Background: an optimization exercise with open tools, aiming at small area and a short achievable clock period. Do not read the settings as production practice. The RTL of this run was laid out without a check of its function. Power figures rest on the tool's default switching activity, not on a simulated workload.

==> design.v <==
module RGB_to_Gray(input CLK, input [7:0] R, input [7:0] G, input [7:0] B, input In_Valid, output reg [7:0] Gray, output reg Out_Valid);
    reg [7:0] r, g, b; reg v0;
    always @(posedge CLK) begin r <= R; g <= G; b <= B; v0 <= In_Valid; end
    wire w8 = ({r[7], r[6], r[5], r[4], r[3], r[2], r[1], r[0]} >= 8'd2);
    wire w9 = ({r[7], r[6], r[5], r[4], r[3], r[2], r[1], r[0]} >= 8'd4);
    wire w10 = ({r[7], r[6], r[5], r[4], r[3], r[2], r[1], r[0]} >= 8'd7);
    wire w11 = ({r[7], r[6], r[5], r[4], r[3], r[2], r[1], r[0]} >= 8'd14);
    wire w12 = ({r[7], r[6], r[5], r[4], r[3], r[2], r[1], r[0]} >= 8'd27);
    wire w13 = ({r[7], r[6], r[5], r[4], r[3], r[2], r[1], r[0]} >= 8'd54);
    wire w14 = ({r[7], r[6], r[5], r[4], r[3], r[2], r[1], r[0]} >= 8'd108);
    wire w15 = ({r[7], r[6], r[5], r[4], r[3], r[2], r[1], r[0]} >= 8'd215);
    wire w24 = ({g[7], g[6], g[5], g[4], g[3], g[2], g[1], g[0]} >= 8'd2);
    wire w25 = ({g[7], g[6], g[5], g[4], g[3], g[2], g[1], g[0]} >= 8'd4);
    wire w26 = ({g[7], g[6], g[5], g[4], g[3], g[2], g[1], g[0]} >= 8'd7);
    wire w27 = ({g[7], g[6], g[5], g[4], g[3], g[2], g[1], g[0]} >= 8'd14);
    wire w28 = ({g[7], g[6], g[5], g[4], g[3], g[2], g[1], g[0]} >= 8'd28);
    wire w29 = ({g[7], g[6], g[5], g[4], g[3], g[2], g[1], g[0]} >= 8'd55);
    wire w30 = ({g[7], g[6], g[5], g[4], g[3], g[2], g[1], g[0]} >= 8'd110);
    wire w31 = ({g[7], g[6], g[5], g[4], g[3], g[2], g[1], g[0]} >= 8'd219);
    wire w41 = ({b[7], b[6], b[5], b[4], b[3], b[2], b[1], b[0]} >= 8'd3);
    wire w42 = ({b[7], b[6], b[5], b[4], b[3], b[2], b[1], b[0]} >= 8'd5);
    wire w43 = ({b[7], b[6], b[5], b[4], b[3], b[2], b[1], b[0]} >= 8'd9);
    wire w44 = ({b[7], b[6], b[5], b[4], b[3], b[2], b[1], b[0]} >= 8'd18);
    wire w45 = ({b[7], b[6], b[5], b[4], b[3], b[2], b[1], b[0]} >= 8'd36);
    wire w46 = ({b[7], b[6], b[5], b[4], b[3], b[2], b[1], b[0]} >= 8'd71);
    wire w47 = ({b[7], b[6], b[5], b[4], b[3], b[2], b[1], b[0]} >= 8'd141);
    wire w48_0, w48_1; ha u48 (r[2], r[1], w48_0, w48_1);
    wire w49_0, w49_1; fa u49 (r[3], r[2], r[1], w49_0, w49_1);
    wire w50_0, w50_1; fa u50 (r[4], r[3], r[2], w50_0, w50_1);
    wire w51_0, w51_1; fa u51 (r[5], r[4], r[3], w51_0, w51_1);
    wire w52_0, w52_1; fa u52 (r[6], r[5], r[4], w52_0, w52_1);
    wire w53_0, w53_1; fa u53 (r[7], r[6], r[5], w53_0, w53_1);
    wire w54_0, w54_1; ha u54 (r[1], r[0], w54_0, w54_1);
    wire w55_0, w55_1; fa u55 (r[0], w48_0, w11, w55_0, w55_1);
    wire w56_0, w56_1; fa u56 (w48_1, w12, w49_0, w56_0, w56_1);
    wire w57_0, w57_1; fa u57 (w49_1, w13, w50_0, w57_0, w57_1);
    wire w58_0, w58_1; fa u58 (w50_1, w14, w51_0, w58_0, w58_1);
    wire w59_0, w59_1; fa u59 (w51_1, w15, w52_0, w59_0, w59_1);
    wire w60_0, w60_1; fa u60 (r[0], w52_1, w53_0, w60_0, w60_1);
    wire w61_0, w61_1; ha u61 (r[0], w9, w61_0, w61_1);
    wire w62_0, w62_1; ha u62 (w54_0, w10, w62_0, w62_1);
    wire w63_0, w63_1; ha u63 (w54_1, w55_0, w63_0, w63_1);
    wire w64_0, w64_1; ha u64 (w55_1, w56_0, w64_0, w64_1);
    wire w65_0, w65_1; ha u65 (w56_1, w57_0, w65_0, w65_1);
    wire w66_0, w66_1; ha u66 (w57_1, w58_0, w66_0, w66_1);
    wire w67_0, w67_1; ha u67 (w58_1, w59_0, w67_0, w67_1);
    wire w68_0, w68_1; ha u68 (w59_1, w60_0, w68_0, w68_1);
    wire w69 = w62_1 | (w62_0 & w61_1);
    wire w70 = w63_1 | (w63_0 & w69);
    wire w71 = w64_1 | (w64_0 & w70);
    wire w72 = w65_1 | (w65_0 & w71);
    wire w73 = w66_1 | (w66_0 & w72);
    wire w74 = w67_1 | (w67_0 & w73);
    wire w75 = w68_1 | (w68_0 & w74);
    wire w76; xr u76 (w62_0, w61_1, w76);
    wire w77; xr u77 (w63_0, w69, w77);
    wire w78; xr u78 (w64_0, w70, w78);
    wire w79; xr u79 (w65_0, w71, w79);
    wire w80; xr u80 (w66_0, w72, w80);
    wire w81; xr u81 (w67_0, w73, w81);
    wire w82; xr u82 (w68_0, w74, w82);
    wire w83_0, w83_1; ha u83 (g[4], g[0], w83_0, w83_1);
    wire w84_0, w84_1; fa u84 (g[5], g[1], w31, w84_0, w84_1);
    wire w85_0, w85_1; fa u85 (g[6], g[2], g[0], w85_0, w85_1);
    wire w86_0, w86_1; ha u86 (g[0], w26, w86_0, w86_1);
    wire w87_0, w87_1; ha u87 (g[1], w27, w87_0, w87_1);
    wire w88_0, w88_1; ha u88 (g[2], w28, w88_0, w88_1);
    wire w89_0, w89_1; ha u89 (g[3], w29, w89_0, w89_1);
    wire w90_0, w90_1; ha u90 (w83_0, w30, w90_0, w90_1);
    wire w91_0, w91_1; ha u91 (w83_1, w84_0, w91_0, w91_1);
    wire w92_0, w92_1; ha u92 (w84_1, w85_0, w92_0, w92_1);
    wire w93 = w87_1 | (w87_0 & w86_1);
    wire w94 = w88_1 | (w88_0 & w93);
    wire w95 = w89_1 | (w89_0 & w94);
    wire w96 = w90_1 | (w90_0 & w95);
    wire w97 = w91_1 | (w91_0 & w96);
    wire w98 = w92_1 | (w92_0 & w97);
    wire w99; xr u99 (w87_0, w86_1, w99);
    wire w100; xr u100 (w88_0, w93, w100);
    wire w101; xr u101 (w89_0, w94, w101);
    wire w102; xr u102 (w90_0, w95, w102);
    wire w103; xr u103 (w91_0, w96, w103);
    wire w104; xr u104 (w92_0, w97, w104);
    wire w105 = ~w8;
    wire w106 = w61_0 & w105;
    wire w107 = ~w24;
    wire w108 = w25 & w107;
    wire w109 = ~w9;
    wire w110 = w76 & w109;
    wire w111 = ~w25;
    wire w112 = w86_0 & w111;
    wire w113 = ~w10;
    wire w114 = w77 & w113;
    wire w115 = ~w26;
    wire w116 = w99 & w115;
    wire w117 = ~w11;
    wire w118 = w78 & w117;
    wire w119 = ~w27;
    wire w120 = w100 & w119;
    wire w121 = ~w12;
    wire w122 = w79 & w121;
    wire w123 = ~w28;
    wire w124 = w101 & w123;
    wire w125 = ~w13;
    wire w126 = w80 & w125;
    wire w127 = ~w29;
    wire w128 = w102 & w127;
    wire w129 = ~w14;
    wire w130 = w81 & w129;
    wire w131 = ~w30;
    wire w132 = w103 & w131;
    wire w133 = ~w15;
    wire w134 = w82 & w133;
    wire w135 = ~w31;
    wire w136 = w104 & w135;
    wire w137_0, w137_1; ha u137 (r[7], r[6], w137_0, w137_1);
    wire w138_0, w138_1; fa u138 (r[7], r[2], r[0], w138_0, w138_1);
    wire w139_0, w139_1; fa u139 (g[7], g[3], g[1], w139_0, w139_1);
    wire w140_0, w140_1; fa u140 (r[3], r[1], r[0], w140_0, w140_1);
    wire w141_0, w141_1; fa u141 (r[4], r[2], r[1], w141_0, w141_1);
    wire w142_0, w142_1; fa u142 (r[5], r[3], r[2], w142_0, w142_1);
    wire w143_0, w143_1; ha u143 (r[0], g[6], w143_0, w143_1);
    wire w144_0, w144_1; fa u144 (r[6], r[4], r[3], w144_0, w144_1);
    wire w145_0, w145_1; fa u145 (r[1], g[7], g[5], w145_0, w145_1);
    wire w146_0, w146_1; fa u146 (r[7], r[5], r[4], w146_0, w146_1);
    wire w147_0, w147_1; ha u147 (r[2], g[6], w147_0, w147_1);
    wire w148_0, w148_1; fa u148 (r[6], r[5], r[3], w148_0, w148_1);
    wire w149_0, w149_1; ha u149 (g[7], g[6], w149_0, w149_1);
    wire w150_0, w150_1; fa u150 (r[7], r[6], r[4], w150_0, w150_1);
    wire w151_0, w151_1; ha u151 (r[0], g[7], w151_0, w151_1);
    wire w152_0, w152_1; ha u152 (r[7], r[5], w152_0, w152_1);
    wire w153_0, w153_1; ha u153 (r[5], r[2], w153_0, w153_1);
    wire w154_0, w154_1; fa u154 (r[6], r[3], r[2], w154_0, w154_1);
    wire w155_0, w155_1; fa u155 (r[7], r[4], r[3], w155_0, w155_1);
    wire w156_0, w156_1; fa u156 (r[5], r[4], r[1], w156_0, w156_1);
    wire w157_0, w157_1; fa u157 (r[6], r[5], r[2], w157_0, w157_1);
    wire w158_0, w158_1; ha u158 (r[7], r[6], w158_0, w158_1);
    wire w159_0, w159_1; fa u159 (r[1], w137_0, w53_1, w159_0, w159_1);
    wire w160_0, w160_1; fa u160 (g[0], w137_1, w85_1, w160_0, w160_1);
    wire w161_0, w161_1; ha u161 (w138_0, w139_0, w161_0, w161_1);
    wire w162_0, w162_1; fa u162 (g[4], g[2], g[1], w162_0, w162_1);
    wire w163_0, w163_1; fa u163 (w138_1, w139_1, w140_0, w163_0, w163_1);
    wire w164_0, w164_1; fa u164 (g[5], g[3], g[2], w164_0, w164_1);
    wire w165_0, w165_1; fa u165 (g[0], w140_1, w141_0, w165_0, w165_1);
    wire w166_0, w166_1; fa u166 (g[4], g[3], g[1], w166_0, w166_1);
    wire w167_0, w167_1; fa u167 (w143_0, w141_1, w142_0, w167_0, w167_1);
    wire w168_0, w168_1; fa u168 (g[4], g[2], w143_1, w168_0, w168_1);
    wire w169_0, w169_1; fa u169 (w142_1, w144_0, w145_0, w169_0, w169_1);
    wire w170_0, w170_1; fa u170 (g[5], g[3], w147_0, w170_0, w170_1);
    wire w171_0, w171_1; fa u171 (w144_1, w145_1, w146_0, w171_0, w171_1);
    wire w172_0, w172_1; fa u172 (g[4], g[0], w147_1, w172_0, w172_1);
    wire w173_0, w173_1; fa u173 (w149_0, w146_1, w148_0, w173_0, w173_1);
    wire w174_0, w174_1; fa u174 (g[5], g[1], w149_1, w174_0, w174_1);
    wire w175_0, w175_1; fa u175 (w151_0, w148_1, w150_0, w175_0, w175_1);
    wire w176_0, w176_1; fa u176 (r[1], g[6], g[2], w176_0, w176_1);
    wire w177_0, w177_1; fa u177 (w151_1, w152_0, w150_1, w177_0, w177_1);
    wire w178_0, w178_1; fa u178 (r[6], r[2], g[7], w178_0, w178_1);
    wire w179_0, w179_1; fa u179 (g[3], g[0], w152_1, w179_0, w179_1);
    wire w180_0, w180_1; fa u180 (r[7], r[3], r[0], w180_0, w180_1);
    wire w181_0, w181_1; fa u181 (g[4], g[1], g[0], w181_0, w181_1);
    wire w182_0, w182_1; fa u182 (r[4], r[1], r[0], w182_0, w182_1);
    wire w183_0, w183_1; fa u183 (g[5], g[2], g[1], w183_0, w183_1);
    wire w184_0, w184_1; fa u184 (r[1], g[6], g[3], w184_0, w184_1);
    wire w185_0, w185_1; fa u185 (g[2], g[0], w153_0, w185_0, w185_1);
    wire w186_0, w186_1; fa u186 (g[7], g[4], g[3], w186_0, w186_1);
    wire w187_0, w187_1; fa u187 (g[1], w153_1, w154_0, w187_0, w187_1);
    wire w188_0, w188_1; fa u188 (r[0], g[5], g[4], w188_0, w188_1);
    wire w189_0, w189_1; fa u189 (g[2], w154_1, w155_0, w189_0, w189_1);
    wire w190_0, w190_1; fa u190 (g[6], g[5], g[3], w190_0, w190_1);
    wire w191_0, w191_1; fa u191 (g[0], w155_1, w156_0, w191_0, w191_1);
    wire w192_0, w192_1; fa u192 (g[7], g[6], g[4], w192_0, w192_1);
    wire w193_0, w193_1; fa u193 (g[1], w156_1, w157_0, w193_0, w193_1);
    wire w194_0, w194_1; fa u194 (r[3], g[7], g[5], w194_0, w194_1);
    wire w195_0, w195_1; fa u195 (g[2], w158_0, w157_1, w195_0, w195_1);
    wire w196_0, w196_1; fa u196 (r[7], r[4], g[6], w196_0, w196_1);
    wire w197_0, w197_1; ha u197 (g[3], w158_1, w197_0, w197_1);
    wire w198_0, w198_1; ha u198 (r[5], g[7], w198_0, w198_1);
    wire w199_0, w199_1; ha u199 (w159_0, w60_1, w199_0, w199_1);
    wire w200_0, w200_1; fa u200 (w159_1, w161_0, w160_0, w200_0, w200_1);
    wire w201_0, w201_1; fa u201 (w162_0, w161_1, w160_1, w201_0, w201_1);
    wire w202_0, w202_1; fa u202 (w162_1, w164_0, w163_1, w202_0, w202_1);
    wire w203_0, w203_1; fa u203 (w164_1, w166_0, w165_1, w203_0, w203_1);
    wire w204_0, w204_1; fa u204 (w166_1, w168_0, w167_1, w204_0, w204_1);
    wire w205_0, w205_1; fa u205 (w168_1, w170_0, w169_1, w205_0, w205_1);
    wire w206_0, w206_1; fa u206 (w170_1, w172_0, w171_1, w206_0, w206_1);
    wire w207_0, w207_1; fa u207 (w172_1, w174_0, w173_1, w207_0, w207_1);
    wire w208_0, w208_1; fa u208 (w176_0, w174_1, w175_1, w208_0, w208_1);
    wire w209_0, w209_1; fa u209 (w176_1, w178_0, w179_0, w209_0, w209_1);
    wire w210_0, w210_1; fa u210 (w178_1, w180_0, w181_0, w210_0, w210_1);
    wire w211_0, w211_1; fa u211 (w180_1, w181_1, w182_0, w211_0, w211_1);
    wire w212_0, w212_1; fa u212 (w182_1, w183_1, w184_0, w212_0, w212_1);
    wire w213_0, w213_1; fa u213 (w184_1, w186_0, w185_1, w213_0, w213_1);
    wire w214_0, w214_1; fa u214 (w186_1, w188_0, w187_1, w214_0, w214_1);
    wire w215_0, w215_1; fa u215 (w188_1, w190_0, w189_1, w215_0, w215_1);
    wire w216_0, w216_1; fa u216 (w190_1, w192_0, w191_1, w216_0, w216_1);
    wire w217_0, w217_1; fa u217 (w192_1, w194_0, w193_1, w217_0, w217_1);
    wire w218_0, w218_1; fa u218 (w194_1, w196_0, w197_0, w218_0, w218_1);
    wire w219_0, w219_1; fa u219 (g[4], w198_0, w196_1, w219_0, w219_1);
    wire w220_0, w220_1; ha u220 (r[6], g[5], w220_0, w220_1);
    wire w221_0, w221_1; ha u221 (w199_0, w136, w221_0, w221_1);
    wire w222_0, w222_1; fa u222 (w199_1, w200_0, w98, w222_0, w222_1);
    wire w223_0, w223_1; fa u223 (w163_0, w200_1, w201_0, w223_0, w223_1);
    wire w224_0, w224_1; fa u224 (w165_0, w201_1, w202_0, w224_0, w224_1);
    wire w225_0, w225_1; fa u225 (w167_0, w202_1, w203_0, w225_0, w225_1);
    wire w226_0, w226_1; fa u226 (w169_0, w203_1, w204_0, w226_0, w226_1);
    wire w227_0, w227_1; fa u227 (w171_0, w204_1, w205_0, w227_0, w227_1);
    wire w228_0, w228_1; fa u228 (w173_0, w205_1, w206_0, w228_0, w228_1);
    wire w229_0, w229_1; fa u229 (w175_0, w206_1, w207_0, w229_0, w229_1);
    wire w230_0, w230_1; fa u230 (w177_0, w207_1, w208_0, w230_0, w230_1);
    wire w231_0, w231_1; fa u231 (w177_1, w209_0, w208_1, w231_0, w231_1);
    wire w232_0, w232_1; fa u232 (w179_1, w210_0, w209_1, w232_0, w232_1);
    wire w233_0, w233_1; fa u233 (w183_0, w210_1, w211_0, w233_0, w233_1);
    wire w234_0, w234_1; fa u234 (w185_0, w211_1, w212_0, w234_0, w234_1);
    wire w235_0, w235_1; fa u235 (w212_1, w187_0, w213_0, w235_0, w235_1);
    wire w236_0, w236_1; fa u236 (w189_0, w213_1, w214_0, w236_0, w236_1);
    wire w237_0, w237_1; fa u237 (w191_0, w214_1, w215_0, w237_0, w237_1);
    wire w238_0, w238_1; fa u238 (w193_0, w215_1, w216_0, w238_0, w238_1);
    wire w239_0, w239_1; fa u239 (w195_0, w216_1, w217_0, w239_0, w239_1);
    wire w240_0, w240_1; fa u240 (w195_1, w218_0, w217_1, w240_0, w240_1);
    wire w241_0, w241_1; fa u241 (w197_1, w219_0, w218_1, w241_0, w241_1);
    wire w242_0, w242_1; fa u242 (w198_1, w220_0, w219_1, w242_0, w242_1);
    wire w243_0, w243_1; fa u243 (r[7], g[6], w220_1, w243_0, w243_1);
    wire w245 = w231_1 & w232_0;
    wire w246 = w232_1 | w233_0;
    wire w247 = w232_1 & w233_0;
    wire w248 = w233_1 | w234_0;
    wire w249 = w233_1 & w234_0;
    wire w250 = w234_1 | w235_0;
    wire w251 = w234_1 & w235_0;
    wire w252 = w235_1 | w236_0;
    wire w253 = w235_1 & w236_0;
    wire w254 = w236_1 | w237_0;
    wire w255 = w236_1 & w237_0;
    wire w256 = w237_1 | w238_0;
    wire w257 = w237_1 & w238_0;
    wire w258 = w238_1 | w239_0;
    wire w259 = w238_1 & w239_0;
    wire w260 = w239_1 | w240_0;
    wire w261 = w239_1 & w240_0;
    wire w262 = w240_1 | w241_0;
    wire w263 = w240_1 & w241_0;
    wire w264 = w241_1 | w242_0;
    wire w265 = w241_1 & w242_0;
    wire w266 = w242_1 | w243_0;
    wire w267 = w242_1 & w243_0;
    wire w268 = w243_1 | g[7];
    wire w269 = w243_1 & g[7];
    wire w270 = w247 | (w246 & w245);
    wire w272 = w251 | (w250 & w249);
    wire w273 = w250 & w248;
    wire w274 = w255 | (w254 & w253);
    wire w275 = w254 & w252;
    wire w276 = w259 | (w258 & w257);
    wire w277 = w258 & w256;
    wire w278 = w263 | (w262 & w261);
    wire w279 = w262 & w260;
    wire w280 = w267 | (w266 & w265);
    wire w281 = w266 & w264;
    wire w284 = w272 | (w273 & w270);
    wire w286 = w257 | (w256 & w274);
    wire w287 = w256 & w275;
    wire w288 = w276 | (w277 & w274);
    wire w289 = w277 & w275;
    wire w290 = w265 | (w264 & w278);
    wire w291 = w264 & w279;
    wire w292 = w280 | (w281 & w278);
    wire w293 = w281 & w279;
    wire w294 = w253 | (w252 & w284);
    wire w296 = w274 | (w275 & w284);
    wire w298 = w286 | (w287 & w284);
    wire w300 = w288 | (w289 & w284);
    wire w302 = w269 | (w268 & w292);
    wire w303 = w268 & w293;
    wire w304 = w261 | (w260 & w300);
    wire w306 = w278 | (w279 & w300);
    wire w308 = w290 | (w291 & w300);
    wire w310 = w292 | (w293 & w300);
    wire w312 = w302 | (w303 & w300);
    wire w314 = |{w236_1, w237_1, w238_1, w239_1, w240_1, w241_1, w242_1, w243_1, w237_0, w238_0, w239_0, w240_0, w241_0, w242_0, w243_0, g[7], w294};
    wire w315 = |{w237_1, w238_1, w239_1, w240_1, w241_1, w242_1, w243_1, w238_0, w239_0, w240_0, w241_0, w242_0, w243_0, g[7], w296};
    wire w316 = |{p238_1_1, p239_1_1, p240_1_1, p241_1_1, p242_1_1, p243_1_1, p239_0_1, p240_0_1, p241_0_1, p242_0_1, p243_0_1, p23_0_1, p298_0_1};
    wire w317 = |{p239_1_1, p240_1_1, p241_1_1, p242_1_1, p243_1_1, p240_0_1, p241_0_1, p242_0_1, p243_0_1, p23_0_1, p300_0_1};
    wire w318 = |{p240_1_1, p241_1_1, p242_1_1, p243_1_1, p241_0_1, p242_0_1, p243_0_1, p23_0_1, p304_0_1};
    wire w319 = |{p241_1_1, p242_1_1, p243_1_1, p242_0_1, p243_0_1, p23_0_1, p306_0_1};
    wire w320 = |{p242_1_1, p243_1_1, p243_0_1, p23_0_1, p308_0_1};
    wire w321 = |{p243_1_1, p23_0_1, p310_0_1};
    wire w322 = |{p312_0_1};
    wire w323 = ~b[0];
    wire w324 = ~b[1];
    wire w325 = ~b[2];
    wire w326 = ~b[3];
    wire w327 = ~b[4];
    wire w328 = ~b[5];
    wire w329 = ~b[6];
    wire w330 = ~b[7];
    wire w331_0, w331_1; fa u331 (b[6], b[4], b[2], w331_0, w331_1);
    wire w332_0, w332_1; ha u332 (b[7], b[5], w332_0, w332_1);
    wire w333_0, w333_1; ha u333 (b[6], b[4], w333_0, w333_1);
    wire w334_0, w334_1; ha u334 (b[7], b[5], w334_0, w334_1);
    wire w335_0, w335_1; ha u335 (b[4], b[2], w335_0, w335_1);
    wire w336_0, w336_1; fa u336 (b[5], b[3], b[1], w336_0, w336_1);
    wire w337_0, w337_1; fa u337 (w323, w47, w331_0, w337_0, w337_1);
    wire w338_0, w338_1; fa u338 (b[3], w324, w332_0, w338_0, w338_1);
    wire w339_0, w339_1; fa u339 (b[0], w325, w332_1, w339_0, w339_1);
    wire w340_0, w340_1; fa u340 (b[1], w326, w333_1, w340_0, w340_1);
    wire w341_0, w341_1; fa u341 (b[6], b[2], w327, w341_0, w341_1);
    wire w342_0, w342_1; ha u342 (b[2], b[0], w342_0, w342_1);
    wire w343_0, w343_1; fa u343 (b[3], b[1], w44, w343_0, w343_1);
    wire w344_0, w344_1; fa u344 (b[0], w335_0, w45, w344_0, w344_1);
    wire w345_0, w345_1; fa u345 (w335_1, w46, w336_0, w345_0, w345_1);
    wire w346; xn u346 (w336_1, w337_0, w346);
    wire w347 = w336_1 | w337_0;
    wire w348_0, w348_1; fa u348 (w331_1, w338_0, w337_1, w348_0, w348_1);
    wire w349_0, w349_1; fa u349 (w333_0, w338_1, w339_0, w349_0, w349_1);
    wire w350_0, w350_1; fa u350 (w334_0, w339_1, w340_0, w350_0, w350_1);
    wire w351_0, w351_1; fa u351 (w334_1, w341_0, w340_1, w351_0, w351_1);
    wire w352_0, w352_1; ha u352 (b[0], w41, w352_0, w352_1);
    wire w353_0, w353_1; ha u353 (b[1], w42, w353_0, w353_1);
    wire w354_0, w354_1; ha u354 (w342_0, w43, w354_0, w354_1);
    wire w355_0, w355_1; ha u355 (w342_1, w343_0, w355_0, w355_1);
    wire w356_0, w356_1; ha u356 (w343_1, w344_0, w356_0, w356_1);
    wire w357_0, w357_1; ha u357 (w344_1, w345_0, w357_0, w357_1);
    wire w358_0, w358_1; ha u358 (w345_1, w346, w358_0, w358_1);
    wire w359_0, w359_1; ha u359 (w347, w348_0, w359_0, w359_1);
    wire w360_0, w360_1; ha u360 (w348_1, w349_0, w360_0, w360_1);
    wire w361_0, w361_1; ha u361 (w349_1, w350_0, w361_0, w361_1);
    wire w362_0, w362_1; ha u362 (w350_1, w351_0, w362_0, w362_1);
    wire w363 = w353_1 | (w353_0 & w352_1);
    wire w364 = w354_1 | (w354_0 & w363);
    wire w365 = w355_1 | (w355_0 & w364);
    wire w366 = w356_1 | (w356_0 & w365);
    wire w367 = w357_1 | (w357_0 & w366);
    wire w368 = w358_1 | (w358_0 & w367);
    wire w369 = w359_1 | (w359_0 & w368);
    wire w370 = w360_1 | (w360_0 & w369);
    wire w371 = w361_1 | (w361_0 & w370);
    wire w372 = w362_1 | (w362_0 & w371);
    wire w374; xr u374 (w354_0, w363, w374);
    wire w375; xr u375 (w355_0, w364, w375);
    wire w376; xr u376 (w356_0, w365, w376);
    wire w377; xr u377 (w357_0, w366, w377);
    wire w378; xr u378 (w358_0, w367, w378);
    wire w379; xr u379 (w359_0, w368, w379);
    wire w380; xr u380 (w360_0, w369, w380);
    wire w381; xr u381 (w361_0, w370, w381);
    wire w382; xr u382 (w362_0, w371, w382);
    wire w383 = ~w42;
    wire w384 = w374 & w383;
    wire w385 = p384_0_1 & p314_0_1;
    wire w386 = ~w385;
    wire w387 = ~w43;
    wire w388 = w375 & w387;
    wire w389 = p388_0_1 & p315_0_1;
    wire w390 = ~w389;
    wire w391 = ~w44;
    wire w392 = w376 & w391;
    wire w393 = p392_0_1 & w316;
    wire w394 = ~w393;
    wire w395 = ~w45;
    wire w396 = w377 & w395;
    wire w397 = p396_0_1 & w317;
    wire w398 = ~w397;
    wire w399 = ~w46;
    wire w400 = w378 & w399;
    wire w401 = p400_0_1 & w318;
    wire w402 = ~w401;
    wire w403 = ~w47;
    wire w404 = w379 & w403;
    wire w405 = p404_0_1 & w319;
    wire w406 = ~w405;
    wire w407 = p380_0_1 & w320;
    wire w408 = ~w407;
    wire w409 = p381_0_1 & w321;
    wire w410 = ~w409;
    wire w411 = p382_0_1 & w322;
    wire w412 = ~w411;
    wire w413_0, w413_1; fa u413 (b[7], b[3], w328, w413_0, w413_1);
    wire w414_0, w414_1; ha u414 (w323, w341_1, w414_0, w414_1);
    wire w415_0, w415_1; ha u415 (b[4], w329, w415_0, w415_1);
    wire w416_0, w416_1; ha u416 (b[7], b[5], w416_0, w416_1);
    wire w417_0, w417_1; ha u417 (b[6], b[1], w417_0, w417_1);
    wire w418_0, w418_1; ha u418 (b[7], b[2], w418_0, w418_1);
    wire w419_0, w419_1; fa u419 (w413_0, w414_0, w351_1, w419_0, w419_1);
    wire w420_0, w420_1; fa u420 (w324, w415_0, w413_1, w420_0, w420_1);
    wire w421_0, w421_1; ha u421 (w414_1, w223_0, w421_0, w421_1);
    wire w422_0, w422_1; fa u422 (b[5], w330, w325, w422_0, w422_1);
    wire w423_0, w423_1; fa u423 (w415_1, w223_1, w224_0, w423_0, w423_1);
    wire w424_0, w424_1; fa u424 (b[6], w326, w224_1, w424_0, w424_1);
    wire w425 = ~w225_0;
    wire w426_0, w426_1; fa u426 (b[7], w327, w323, w426_0, w426_1);
    wire w427_0, w427_1; ha u427 (w225_1, w226_0, w427_0, w427_1);
    wire w428_0, w428_1; fa u428 (w328, w324, w226_1, w428_0, w428_1);
    wire w429_0, w429_1; fa u429 (b[0], w329, w325, w429_0, w429_1);
    wire w430_0, w430_1; fa u430 (b[1], w330, w326, w430_0, w430_1);
    wire w431_0, w431_1; fa u431 (b[2], b[0], w327, w431_0, w431_1);
    wire w432_0, w432_1; ha u432 (w229_1, w230_0, w432_0, w432_1);
    wire w433_0, w433_1; fa u433 (b[3], b[1], w328, w433_0, w433_1);
    wire w434; xn u434 (w230_1, w231_0, w434);
    wire w435 = w230_1 | w231_0;
    wire w436_0, w436_1; fa u436 (b[4], b[2], w329, w436_0, w436_1);
    wire w437_0, w437_1; fa u437 (w323, w232_0, w231_1, w437_0, w437_1);
    wire w438_0, w438_1; fa u438 (b[5], b[3], w330, w438_0, w438_1);
    wire w439_0, w439_1; fa u439 (w324, w233_0, w232_1, w439_0, w439_1);
    wire w440_0, w440_1; fa u440 (b[6], b[4], w325, w440_0, w440_1);
    wire w441; xn u441 (w233_1, w234_0, w441);
    wire w442 = w233_1 | w234_0;
    wire w443_0, w443_1; fa u443 (b[0], w326, w416_0, w443_0, w443_1);
    wire w444; xn u444 (w234_1, w235_0, w444);
    wire w445 = w234_1 | w235_0;
    wire w446_0, w446_1; fa u446 (w327, w416_1, w417_0, w446_0, w446_1);
    wire w447; xn u447 (w235_1, w236_0, w447);
    wire w448 = w235_1 | w236_0;
    wire w449_0, w449_1; fa u449 (w328, w417_1, w418_0, w449_0, w449_1);
    wire w450; xn u450 (w236_1, w237_0, w450);
    wire w451 = w236_1 | w237_0;
    wire w452_0, w452_1; fa u452 (b[3], w329, w418_1, w452_0, w452_1);
    wire w453; xn u453 (w237_1, w238_0, w453);
    wire w454 = w237_1 | w238_0;
    wire w455_0, w455_1; fa u455 (b[4], w330, w238_1, w455_0, w455_1);
    wire w456 = ~w239_0;
    wire w457_0, w457_1; ha u457 (p37_0_1, p239_1_1, w457_0, w457_1);
    wire w458_0, w458_1; ha u458 (p38_0_1, p241_0_1, w458_0, w458_1);
    wire w459_0, w459_1; ha u459 (p39_0_1, p242_0_1, w459_0, w459_1);
    wire w460_0, w460_1; ha u460 (p106_0_1, p384_0_1, w460_0, w460_1);
    wire w461_0, w461_1; fa u461 (w108, w110, w388, w461_0, w461_1);
    wire w462_0, w462_1; fa u462 (p112_0_1, p114_0_1, p392_0_1, w462_0, w462_1);
    wire w463_0, w463_1; fa u463 (p116_0_1, p118_0_1, p396_0_1, w463_0, w463_1);
    wire w464_0, w464_1; fa u464 (w120, w122, w400, w464_0, w464_1);
    wire w465_0, w465_1; fa u465 (w124, w126, w404, w465_0, w465_1);
    wire w466_0, w466_1; fa u466 (w128, w130, w380, w466_0, w466_1);
    wire w467_0, w467_1; fa u467 (w132, w134, w381, w467_0, w467_1);
    wire w468_0, w468_1; fa u468 (w221_0, w75, w382, w468_0, w468_1);
    wire w469_0, w469_1; fa u469 (w419_0, w221_1, w222_0, w469_0, w469_1);
    wire w470_0, w470_1; fa u470 (w420_0, w419_1, w421_0, w470_0, w470_1);
    wire w471_0, w471_1; fa u471 (w422_0, w420_1, w421_1, w471_0, w471_1);
    wire w472_0, w472_1; fa u472 (w422_1, w425, w423_1, w472_0, w472_1);
    wire w473_0, w473_1; fa u473 (w426_0, w225_0, w424_1, w473_0, w473_1);
    wire w474_0, w474_1; fa u474 (w426_1, w227_0, w427_1, w474_0, w474_1);
    wire w475_0, w475_1; fa u475 (w429_0, w227_1, w228_0, w475_0, w475_1);
    wire w476_0, w476_1; fa u476 (w429_1, w430_0, w228_1, w476_0, w476_1);
    wire w477_0, w477_1; fa u477 (w430_1, w431_0, w432_0, w477_0, w477_1);
    wire w478_0, w478_1; fa u478 (w431_1, w433_0, w434, w478_0, w478_1);
    wire w479_0, w479_1; fa u479 (w433_1, w436_0, w435, w479_0, w479_1);
    wire w480_0, w480_1; fa u480 (w436_1, w438_0, w439_0, w480_0, w480_1);
    wire w481_0, w481_1; fa u481 (w438_1, w440_0, w441, w481_0, w481_1);
    wire w482_0, w482_1; fa u482 (w440_1, w443_0, w442, w482_0, w482_1);
    wire w483_0, w483_1; fa u483 (w443_1, w446_0, w445, w483_0, w483_1);
    wire w484_0, w484_1; fa u484 (w446_1, w449_0, w448, w484_0, w484_1);
    wire w485_0, w485_1; fa u485 (w449_1, w452_0, w451, w485_0, w485_1);
    wire w486_0, w486_1; fa u486 (w452_1, w456, w454, w486_0, w486_1);
    wire w487_0, w487_1; fa u487 (p240_0_1, p239_0_1, w457_0, w487_0, w487_1);
    wire w488_0, w488_1; fa u488 (p240_1_1, w458_0, w457_1, w488_0, w488_1);
    wire w489_0, w489_1; fa u489 (p241_1_1, w459_0, w458_1, w489_0, w489_1);
    wire w490_0, w490_1; fa u490 (p243_0_1, p242_1_1, w459_1, w490_0, w490_1);
    wire w491_0, w491_1; ha u491 (p23_0_1, p243_1_1, w491_0, w491_1);
    wire w492_0, w492_1; ha u492 (w460_0, w386, w492_0, w492_1);
    wire w493_0, w493_1; fa u493 (w460_1, p461_0_1, w390, w493_0, w493_1);
    wire w494_0, w494_1; fa u494 (p461_1_1, w462_0, w394, w494_0, w494_1);
    wire w495_0, w495_1; fa u495 (w462_1, w463_0, w398, w495_0, w495_1);
    wire w496_0, w496_1; fa u496 (w463_1, p464_0_1, w402, w496_0, w496_1);
    wire w497_0, w497_1; fa u497 (p464_1_1, p465_0_1, w406, w497_0, w497_1);
    wire w498_0, w498_1; fa u498 (p465_1_1, p466_0_1, w408, w498_0, w498_1);
    wire w499_0, w499_1; fa u499 (p466_1_1, p467_0_1, w410, w499_0, w499_1);
    wire w500_0, w500_1; fa u500 (p467_1_1, p468_0_1, w412, w500_0, w500_1);
    wire w501_0, w501_1; fa u501 (p372_0_1, p469_0_1, p468_1_1, w501_0, w501_1);
    wire w502_0, w502_1; fa u502 (p222_1_1, p470_0_1, p469_1_1, w502_0, w502_1);
    wire w503_0, w503_1; fa u503 (w423_0, w470_1, w471_0, w503_0, w503_1);
    wire w504_0, w504_1; fa u504 (p424_0_1, p471_1_1, p472_0_1, w504_0, w504_1);
    wire w505_0, w505_1; fa u505 (p427_0_1, p472_1_1, p473_0_1, w505_0, w505_1);
    wire w506_0, w506_1; fa u506 (p428_0_1, p473_1_1, p474_0_1, w506_0, w506_1);
    wire w507_0, w507_1; fa u507 (w428_1, w475_0, w474_1, w507_0, w507_1);
    wire w508_0, w508_1; fa u508 (w229_0, w475_1, w476_0, w508_0, w508_1);
    wire w509; xn u509 (w476_1, w477_0, w509);
    wire w510 = w476_1 | w477_0;
    wire w511_0, w511_1; fa u511 (w432_1, w478_0, w477_1, w511_0, w511_1);
    wire w512_0, w512_1; fa u512 (w437_0, w478_1, w479_0, w512_0, w512_1);
    wire w513_0, w513_1; fa u513 (w437_1, w479_1, w480_0, w513_0, w513_1);
    wire w514_0, w514_1; fa u514 (w439_1, w481_0, w480_1, w514_0, w514_1);
    wire w515_0, w515_1; fa u515 (w444, w481_1, w482_0, w515_0, w515_1);
    wire w516_0, w516_1; fa u516 (w482_1, w447, w483_0, w516_0, w516_1);
    wire w517_0, w517_1; fa u517 (w450, w483_1, w484_0, w517_0, w517_1);
    wire w518_0, w518_1; fa u518 (w453, w484_1, w485_0, w518_0, w518_1);
    wire w519_0, w519_1; fa u519 (w455_0, w485_1, w486_0, w519_0, w519_1);
    wire w520_0, w520_1; fa u520 (p455_1_1, p486_1_1, w487_0, w520_0, w520_1);
    wire w521; xn u521 (w487_1, w488_0, w521);
    wire w522 = w487_1 | w488_0;
    wire w523; xn u523 (w489_0, w488_1, w523);
    wire w524 = w489_0 | w488_1;
    wire w525; xn u525 (w490_0, w489_1, w525);
    wire w526 = w490_0 | w489_1;
    wire w527; xn u527 (w491_0, w490_1, w527);
    wire w528 = w491_0 | w490_1;
    wire w529 = ~w491_1;
    wire w530 = w492_1 | w493_0;
    wire w531 = w492_1 & w493_0;
    wire w532 = w493_1 | w494_0;
    wire w533 = w493_1 & w494_0;
    wire w534 = w494_1 | w495_0;
    wire w535 = w494_1 & w495_0;
    wire w536 = w495_1 | w496_0;
    wire w537 = w495_1 & w496_0;
    wire w538 = w496_1 | w497_0;
    wire w539 = w496_1 & w497_0;
    wire w540 = w497_1 | w498_0;
    wire w541 = w497_1 & w498_0;
    wire w542 = w498_1 | w499_0;
    wire w543 = w498_1 & w499_0;
    wire w544 = w499_1 | w500_0;
    wire w545 = w499_1 & w500_0;
    wire w546 = w500_1 | w501_0;
    wire w547 = w500_1 & w501_0;
    wire w548 = w501_1 | w502_0;
    wire w549 = w501_1 & w502_0;
    wire w550 = w502_1 | p503_0_1;
    wire w551 = w502_1 & p503_0_1;
    wire w552 = p503_1_1 | w504_0;
    wire w553 = p503_1_1 & w504_0;
    wire w554 = w504_1 | w505_0;
    wire w555 = w504_1 & w505_0;
    wire w556 = w505_1 | w506_0;
    wire w557 = w505_1 & w506_0;
    wire w558 = w506_1 | p507_0_1;
    wire w559 = w506_1 & p507_0_1;
    wire w560 = w507_1 | w508_0;
    wire w561 = w507_1 & w508_0;
    wire w562 = w508_1 | w509;
    wire w563 = w508_1 & w509;
    wire w564 = p510_0_1 | p511_0_1;
    wire w565 = p510_0_1 & p511_0_1;
    wire w566 = w511_1 | w512_0;
    wire w567 = w511_1 & w512_0;
    wire w568 = p512_1_1 | p513_0_1;
    wire w569 = p512_1_1 & p513_0_1;
    wire w570 = w513_1 | w514_0;
    wire w571 = w513_1 & w514_0;
    wire w572 = p514_1_1 | p515_0_1;
    wire w573 = p514_1_1 & p515_0_1;
    wire w574 = p515_1_1 | p516_0_1;
    wire w575 = p515_1_1 & p516_0_1;
    wire w576 = p516_1_1 | p517_0_1;
    wire w577 = p516_1_1 & p517_0_1;
    wire w578_0, w578_1; ha u578 (p517_1_1, p518_0_1, w578_0, w578_1);
    wire w579_0, w579_1; ha u579 (p518_1_1, p519_0_1, w579_0, w579_1);
    wire w580_0, w580_1; ha u580 (p519_1_1, w520_0, w580_0, w580_1);
    wire w581_0, w581_1; ha u581 (w520_1, w521, w581_0, w581_1);
    wire w582_0, w582_1; ha u582 (w522, w523, w582_0, w582_1);
    wire w583_0, w583_1; ha u583 (w524, w525, w583_0, w583_1);
    wire w584_0, w584_1; ha u584 (w526, w527, w584_0, w584_1);
    wire w585_0, w585_1; ha u585 (w528, w529, w585_0, w585_1);
    wire w586 = w577 | (w576 & w575);
    wire w587 = w576 & w574;
    wire w588 = w573 | (w572 & p571_0_1);
    wire w589 = w572 & p570_0_1;
    wire w590 = w586 | (w587 & w588);
    wire w591 = w587 & w589;
    wire w592 = w569 | (w568 & p567_0_1);
    wire w593 = w568 & p566_0_1;
    wire w594 = w592 | (w593 & w565);
    wire w595 = w593 & w564;
    wire w596 = w590 | (w591 & w594);
    wire w597 = w591 & w595;
    wire w598 = p563_0_1 | (p562_0_1 & p561_0_1);
    wire w599 = p562_0_1 & p560_0_1;
    wire w600 = w598 | (w599 & w559);
    wire w601 = w599 & w558;
    wire w602 = w557 | (w556 & w555);
    wire w603 = w556 & w554;
    wire w604 = w602 | (w603 & w553);
    wire w605 = w603 & w552;
    wire w606 = w600 | (w601 & w604);
    wire w607 = w601 & w605;
    wire w608 = w596 | (w597 & w606);
    wire w609 = w597 & w607;
    wire w610 = w551 | (w550 & w549);
    wire w611 = w550 & w548;
    wire w612 = w610 | (w611 & w547);
    wire w613 = w611 & w546;
    wire w614 = w545 | (w544 & w543);
    wire w615 = w544 & w542;
    wire w616 = w614 | (w615 & w541);
    wire w617 = w615 & w540;
    wire w618 = w612 | (w613 & w616);
    wire w619 = w613 & w617;
    wire w620 = w539 | (w538 & w537);
    wire w621 = w538 & w536;
    wire w622 = w620 | (w621 & w535);
    wire w623 = w621 & w534;
    wire w624 = w533 | (w532 & w531);
    wire w625 = w532 & w530;
    wire w626 = w624 | (w625 & w492_0);
    wire w627 = w622 | (w623 & w626);
    wire w629 = w618 | (w619 & w627);
    wire w631 = w608 | (w609 & w629);
    wire w633 = w579_1 | (w579_0 & w578_1);
    wire w634 = w579_0 & w578_0;
    wire w635 = w581_1 | (w581_0 & w580_1);
    wire w636 = w581_0 & w580_0;
    wire w637 = w583_1 | (w583_0 & w582_1);
    wire w638 = w583_0 & w582_0;
    wire w641 = w580_1 | (w580_0 & w633);
    wire w642 = w580_0 & w634;
    wire w643 = w635 | (w636 & w633);
    wire w644 = w636 & w634;
    wire w645 = w584_1 | (w584_0 & w637);
    wire w646 = w584_0 & w638;
    wire w649 = w582_1 | (w582_0 & w643);
    wire w650 = w582_0 & w644;
    wire w651 = w637 | (w638 & w643);
    wire w652 = w638 & w644;
    wire w653 = w645 | (w646 & w643);
    wire w654 = w646 & w644;
    wire w657 = w578_1 | (w578_0 & w631);
    wire w658 = w633 | (w634 & w631);
    wire w659 = w641 | (w642 & w631);
    wire w660 = w643 | (w644 & w631);
    wire w661 = w649 | (w650 & w631);
    wire w662 = w651 | (w652 & w631);
    wire w663 = w653 | (w654 & w631);
    wire w665; xr u665 (w578_0, w631, w665);
    wire w666; xr u666 (w579_0, w657, w666);
    wire w667; xr u667 (w580_0, w658, w667);
    wire w668; xr u668 (w581_0, w659, w668);
    wire w669; xr u669 (w582_0, w660, w669);
    wire w670; xr u670 (w583_0, w661, w670);
    wire w671; xr u671 (w584_0, w662, w671);
    wire w672; xr u672 (w585_0, w663, w672);
    reg p23_0_1;
    reg p37_0_1;
    reg p38_0_1;
    reg p39_0_1;
    reg p238_1_1;
    reg p239_0_1;
    reg p239_1_1;
    reg p240_0_1;
    reg p240_1_1;
    reg p241_0_1;
    reg p241_1_1;
    reg p242_0_1;
    reg p242_1_1;
    reg p243_0_1;
    reg p243_1_1;
    reg p300_0_1;
    reg p298_0_1;
    reg p304_0_1;
    reg p306_0_1;
    reg p308_0_1;
    reg p310_0_1;
    reg p312_0_1;
    reg p384_0_1;
    reg p314_0_1;
    reg p388_0_1;
    reg p315_0_1;
    reg p392_0_1;
    reg p396_0_1;
    reg p400_0_1;
    reg p404_0_1;
    reg p380_0_1;
    reg p381_0_1;
    reg p382_0_1;
    reg p106_0_1;
    reg p112_0_1;
    reg p114_0_1;
    reg p116_0_1;
    reg p118_0_1;
    reg p461_0_1;
    reg p461_1_1;
    reg p464_0_1;
    reg p464_1_1;
    reg p465_0_1;
    reg p465_1_1;
    reg p466_0_1;
    reg p466_1_1;
    reg p467_0_1;
    reg p467_1_1;
    reg p468_0_1;
    reg p372_0_1;
    reg p469_0_1;
    reg p468_1_1;
    reg p222_1_1;
    reg p470_0_1;
    reg p469_1_1;
    reg p424_0_1;
    reg p471_1_1;
    reg p472_0_1;
    reg p427_0_1;
    reg p472_1_1;
    reg p473_0_1;
    reg p428_0_1;
    reg p473_1_1;
    reg p474_0_1;
    reg p455_1_1;
    reg p486_1_1;
    reg p503_0_1;
    reg p503_1_1;
    reg p507_0_1;
    reg p510_0_1;
    reg p511_0_1;
    reg p512_1_1;
    reg p513_0_1;
    reg p514_1_1;
    reg p515_0_1;
    reg p515_1_1;
    reg p516_0_1;
    reg p516_1_1;
    reg p517_0_1;
    reg p517_1_1;
    reg p518_0_1;
    reg p518_1_1;
    reg p519_0_1;
    reg p519_1_1;
    reg p571_0_1;
    reg p570_0_1;
    reg p567_0_1;
    reg p566_0_1;
    reg p563_0_1;
    reg p562_0_1;
    reg p561_0_1;
    reg p560_0_1;
    always @(posedge CLK) begin
        p23_0_1 <= g[7];
        p37_0_1 <= b[5];
        p38_0_1 <= b[6];
        p39_0_1 <= b[7];
        p238_1_1 <= w238_1;
        p239_0_1 <= w239_0;
        p239_1_1 <= w239_1;
        p240_0_1 <= w240_0;
        p240_1_1 <= w240_1;
        p241_0_1 <= w241_0;
        p241_1_1 <= w241_1;
        p242_0_1 <= w242_0;
        p242_1_1 <= w242_1;
        p243_0_1 <= w243_0;
        p243_1_1 <= w243_1;
        p300_0_1 <= w300;
        p298_0_1 <= w298;
        p304_0_1 <= w304;
        p306_0_1 <= w306;
        p308_0_1 <= w308;
        p310_0_1 <= w310;
        p312_0_1 <= w312;
        p384_0_1 <= w384;
        p314_0_1 <= w314;
        p388_0_1 <= w388;
        p315_0_1 <= w315;
        p392_0_1 <= w392;
        p396_0_1 <= w396;
        p400_0_1 <= w400;
        p404_0_1 <= w404;
        p380_0_1 <= w380;
        p381_0_1 <= w381;
        p382_0_1 <= w382;
        p106_0_1 <= w106;
        p112_0_1 <= w112;
        p114_0_1 <= w114;
        p116_0_1 <= w116;
        p118_0_1 <= w118;
        p461_0_1 <= w461_0;
        p461_1_1 <= w461_1;
        p464_0_1 <= w464_0;
        p464_1_1 <= w464_1;
        p465_0_1 <= w465_0;
        p465_1_1 <= w465_1;
        p466_0_1 <= w466_0;
        p466_1_1 <= w466_1;
        p467_0_1 <= w467_0;
        p467_1_1 <= w467_1;
        p468_0_1 <= w468_0;
        p372_0_1 <= w372;
        p469_0_1 <= w469_0;
        p468_1_1 <= w468_1;
        p222_1_1 <= w222_1;
        p470_0_1 <= w470_0;
        p469_1_1 <= w469_1;
        p424_0_1 <= w424_0;
        p471_1_1 <= w471_1;
        p472_0_1 <= w472_0;
        p427_0_1 <= w427_0;
        p472_1_1 <= w472_1;
        p473_0_1 <= w473_0;
        p428_0_1 <= w428_0;
        p473_1_1 <= w473_1;
        p474_0_1 <= w474_0;
        p455_1_1 <= w455_1;
        p486_1_1 <= w486_1;
        p503_0_1 <= w503_0;
        p503_1_1 <= w503_1;
        p507_0_1 <= w507_0;
        p510_0_1 <= w510;
        p511_0_1 <= w511_0;
        p512_1_1 <= w512_1;
        p513_0_1 <= w513_0;
        p514_1_1 <= w514_1;
        p515_0_1 <= w515_0;
        p515_1_1 <= w515_1;
        p516_0_1 <= w516_0;
        p516_1_1 <= w516_1;
        p517_0_1 <= w517_0;
        p517_1_1 <= w517_1;
        p518_0_1 <= w518_0;
        p518_1_1 <= w518_1;
        p519_0_1 <= w519_0;
        p519_1_1 <= w519_1;
        p571_0_1 <= w571;
        p570_0_1 <= w570;
        p567_0_1 <= w567;
        p566_0_1 <= w566;
        p563_0_1 <= w563;
        p562_0_1 <= w562;
        p561_0_1 <= w561;
        p560_0_1 <= w560;
    end
    reg v1; always @(posedge CLK) v1 <= v0;
    always @(posedge CLK) begin Gray <= {w672, w671, w670, w669, w668, w667, w666, w665}; Out_Valid <= v1; end
endmodule
module fa(input a, input b, input c, output s, output co);
    assign s = a ^ b ^ c;
    assign co = (a & b) | (a & c) | (b & c);
endmodule
module ha(input a, input b, output s, output co);
    assign s = a ^ b;
    assign co = a & b;
endmodule
module xr(input a, input b, output y);
    assign y = a ^ b;
endmodule
module xn(input a, input b, output y);
    assign y = ~(a ^ b);
endmodule
module ao(input g1, input p1, input g0, output y);
    assign y = g1 | (p1 & g0);
endmodule
module an2(input a, input b, output y);
    assign y = a & b;
endmodule
module or2(input a, input b, output y);
    assign y = a | b;
endmodule
==> flow/run.sh <==
#!/bin/bash
set -euo pipefail
export SETUP_SLACK_MARGIN=11.95
export CTS_ARGS="-sink_clustering_enable -repair_clock_nets -dont_use_dummy_load -buf_list sky130_fd_sc_hd__clkbuf_8"
export BUFFER_PORTS_ARGS="-buffer_cell sky130_fd_sc_hd__buf_2"
bash standard.sh synth > synth.log 2>&1
bash standard.sh > layout.log 2>&1
==> standard.sh <==
#!/bin/bash
# synth_recipe.tcl (not shown) runs the flow's synth.tcl, then flattens the netlist and writes it again
# the make line also repeats each setting of config.mk as NAME=value (left out here)
make -C /OpenROAD-flow-scripts/flow DESIGN_CONFIG=/design/flow/config.mk WORK_HOME=/design/flow/orfs CLKGATE_MAP_FILE= SYNTH_SCRIPT=/design/flow/synth_recipe.tcl "${@:-finish}"
==> config.mk <==
export PLATFORM = sky130hd
export DESIGN_NAME = RGB_to_Gray
export DESIGN_NICKNAME = RGB_to_Gray
export VERILOG_FILES = /design/flow/design.v
export SDC_FILE = /design/flow/constraint.sdc
export NUM_CORES = 8
export LEC_CHECK = 0
export CAP_MARGIN = 20
export CORE_MARGIN = 2
export CORE_UTILIZATION = 60
export CTS_BUF_LIST = sky130_fd_sc_hd__clkbuf_8
export PLACE_DENSITY = 0.75
export SLEW_MARGIN = 20
export SYNTH_HIERARCHICAL = 1
export SYNTH_MINIMUM_KEEP_SIZE = 0
==> constraint.sdc <==
create_clock -name core_clock -period 16.0 [get_ports {CLK}]
set_input_delay 3.2000 -clock core_clock [delete_from_list [all_inputs] [get_ports {CLK}]]
set_output_delay 3.2000 -clock core_clock [all_outputs]
set_load 0.01 [all_outputs]
==> out/summary.txt <==
outcome -> timing/DRC/antenna clean
top_reg_cell synth -> dfxtp_1
R2R Path End -> Gray[2]
worst path arrival time -> 4.86 ns
PwrDens -> 180.0 mW/mm^2
final wirelength -> 21.57 mm
most area-hungry cell type in the Yosys netlist -> fa_1
pins over their slew limit -> 0
relative slew slack -> 0.5729
IO Count -> 35
Non-Filler Instances -> 1,006
CTS Root Cell -> clkbuf_8
share of cells above drive strength 1 -> 0.2482
vias in the first global route -> 6,425
1st-iter DRT viols -> 354
Post-Synthesis Cell Area -> 0.009308 mm^2
Skew-Pair Late Insertion Delay -> 0.44 ns
crit path launch type -> flop
Yosys cell types -> 54
Residual DRC -> 0
Max H-tree Level -> 4
Crit Path Max Fanout -> 2
CTS tree -> done
Reg2Reg Depth -> 17
RSZ-0062 raised after global routing -> true
Top Family by Delay on Critical Path -> simple AND/OR/NAND/NOR gates
Final GP Congestion -> 0.9300
slowest CP cell -> or4_4
Cell Rows -> 45
WS Path Type -> reg -> reg
# fillers -> 1,039
routed via count -> 5,917
Post-synth EDFFs -> 0
area growth from synthesis to layout -> 15.73%
hold buffer count at CTS -> 0
CP endpoint kind -> flop
Mapped Cells -> 704
port buffer count -> 34
clk buf depth -> 2
Seq cells post-synth -> 127
Routed Antenna Nets -> 0
cts bufs inserted -> 17
reg2reg start -> p23_0_1
clock sinks -> 127
Initial Util -> 0.6123
global-route wire length before repair -> 33.79 mm
grt ovf -> 0
Leak -> 4.576 nW
setup slack, reg-to-reg -> 11.47 ns
Yosys top cell area share -> 0.4259
router iterations before antenna repair -> 5
synth warn -> 7
pin count of the biggest net entering global routing -> 17
Critical Path RT -> 16.33 ns
Hold Startpoint -> v0
worst hold path cell count -> 0
core area -> 0.01520 mm^2
Final setup viols -> 0
overall routing resource usage -> 0.2791
period utilisation layout -> 0.2833
area post-placement -> 0.009768 mm^2
Worst Skew -> 0.02684 ns
antenna violations before repair -> 1
worst path cell trace -> or4_4, or3_4, or3_4, or3_4, o41ai_4, fa_1, nor2_1, o31a_1, a2111oi_1, o41ai_2, o211ai_2, buf_4, buf_4, buf_4, a21o_1, a21o_1, xor2_1
f_max -> 0.2206 GHz
CP Buf/Inv Count -> 3
asr flop ratio synth -> 0
Die Y -> 128.6 um
die width -> 128.6 um
cell with the most instances after synthesis -> fa_1
crit path time final -> 4.532 ns
final hold violations -> 0
slowest stage delay, CP -> 0.53 ns
post-DR vias/cell -> 5.882
WP depth -> 17
Syn Area/Cell -> 13.22 um^2
Finished Cell Area -> 0.01077 mm^2
Final nets -> 1,114
largest cells by area after synthesis -> fa_1 43%, dfxtp_1 27%, ha_1 9.4%
Hold Path Sink -> v1
Slew @ Worst Pin -> 0.6349 ns
Clock Pin Slew Worst Setup and Hold Paths -> 0.07 ns
top cells by count, synth -> 198 x fa_1, 127 x dfxtp_1, 70 x ha_1
sequential area share after synthesis -> 0.2732
syn_nets -> 998
total power -> 0.001939 W
utilization after layout -> 0.7086
worst vdd ir -> 94.35 uV
setup TNS -> 0 ns
Hold Path Class -> reg -> reg
# diodes -> 0
die area -> 0.01653 mm^2
wire length per cell -> 21.44 um
max-cap viol count -> 0
HPWL Detailed -> 16.02 mm
dpl cells -> 929
-- state kept, by name, indices dropped and copies added, names as in the netlist, 8 cells and up --
| name | cells |
|---|---|
| Gray | 8 |
| b | 8 |
| g | 8 |
| r | 8 |
-- layout make-up --
cell class,count,area [um^2],area share
clock buffers,17,234.0,0.02172
inverters,21,93.84,0.008712
multi-input cells,556,6873,0.6381
flip-flops and latches,127,2623,0.2435
well taps,188,235.2,0.02184
repair buffers,97,713.2,0.06621
-- Yosys stat by module, one instance, submodules excluded --
module / times used / flip-flops and latches
xn: 12 / 0
ha: 70 / 0
xr: 30 / 0
RGB_to_Gray: 1 / 127
fa: 198 / 0
-- kinds of logic (layout without fill, tap and decap cells) --
kind of cell / count (synthesis) / after routing / share of synthesized area
fa+ha+maj: 275 / 275 / 0.5280
flops: 127 / 127 / 0.2732
buf+inv: 21 / 135 / 0.008469
compound gates: 105 / 105 / 0.07945
xor+xnor: 42 / 42 / 0.03952
other cells: 1 / 1 / 0.0004029
simple gates: 133 / 133 / 0.07098
-- power breakdown --
part	total, W	internal, W	switching [W]
sequential	0.000508	0.000442	0.0000658
clock	0.000198	0.0000930	0.000105
combinational	0.00123	0.000601	0.000632
-- what timing repair did --
action	4_1_cts	5_1_grt
setup endpoints to repair	33	24
gates resized for setup	47	40
buffers inserted	27	33
pin swaps	10	15
-- worst max-delay path by stage --
stage	slack (ns)	to	from
after floorplan	11.68	Gray[7]	p23_0_1
final	11.47	Gray[2]	p23_0_1
after CTS	11.47	Gray[7]	p23_0_1
after global placement	11.42	Gray[7]	p23_0_1
after detailed placement	11.31	Gray[6]	p23_0_1
after global routing	11.25	Gray[7]	p23_0_1
-- through the flow --
step / worst slack [ns] / hold slack (ns)
2_1_floorplan: 11.68 / 0.3096
3_3_place_gp: 11.42 / 0.3114
3_5_place_dp: 11.31 / 0.3147
4_1_cts: 11.47 / 0.3305
5_1_grt: 11.25 / 0.3401
6_report: 11.47 / 0.3282
-- metal layers --
layer / global-route usage / up-vias / share of wire
met4: 0.1049 / 0 / 0.024
met2: 0.4396 / 217 / 0.48
met5: 0 / - / 0
met3: 0.08607 / 35 / 0.074
met1: 0.3698 / 3050 / 0.42
li1: - / 2615 / -
-- cells in the final DEF (no fill, tap or decap), types with 7 or more instances in the layout --
cell type,count
fa_1,184
dfxtp_1,103
ha_1,69
buf_4,55
buf_2,33
nor2_1,30
nand2_1,29
xor2_1,29
a21o_1,27
dfxtp_4,20
a21oi_1,18
inv_1,17
or2_2,17
clkbuf_8,17
fa_2,14
o21ai_0,12
xnor2_1,12
and3_1,11
a31oi_1,11
nor3_1,10
and2_1,7
-- worst register-to-register path: cells and delay by family (launching register included) --
family | cells | cell delay [ns]
AO/OA/AOI/OAI | 7 | 1.38
XOR/XNOR | 1 | 0.15
adder cells (fa/ha/maj) | 1 | 0.49
buffers and inverters | 3 | 0.42
flip-flops | 1 | 0.32
AND/OR/NAND/NOR | 5 | 1.66

==> port drivers added, routing unchanged <==
The flow's constraints put no driver on any port. The routed layout listed below was extracted and timed again, unchanged, in two steps.
Step 1 assumes that a clkbuf_16 drives the clock port and a buf_2 every other input.
Step 2, shift: input delay + t, output delay - t, t = (earliest + latest rising clock arrival at the registers) / 2. This alone moves slack from input paths to output paths.
Slacks: no drivers / after step 1 / after step 2; pairs: no drivers / after step 1.
t, ns: 0.468
setup WS [ns]: 11.468 / 11.468 / 11.468
slew at the worst register clock pin (ns): 0.08 / 0.08
After both steps setup and hold are still met in this run. The setup slack of this run moves by 0.000 ns with the drivers and by 0.000 ns with both steps.
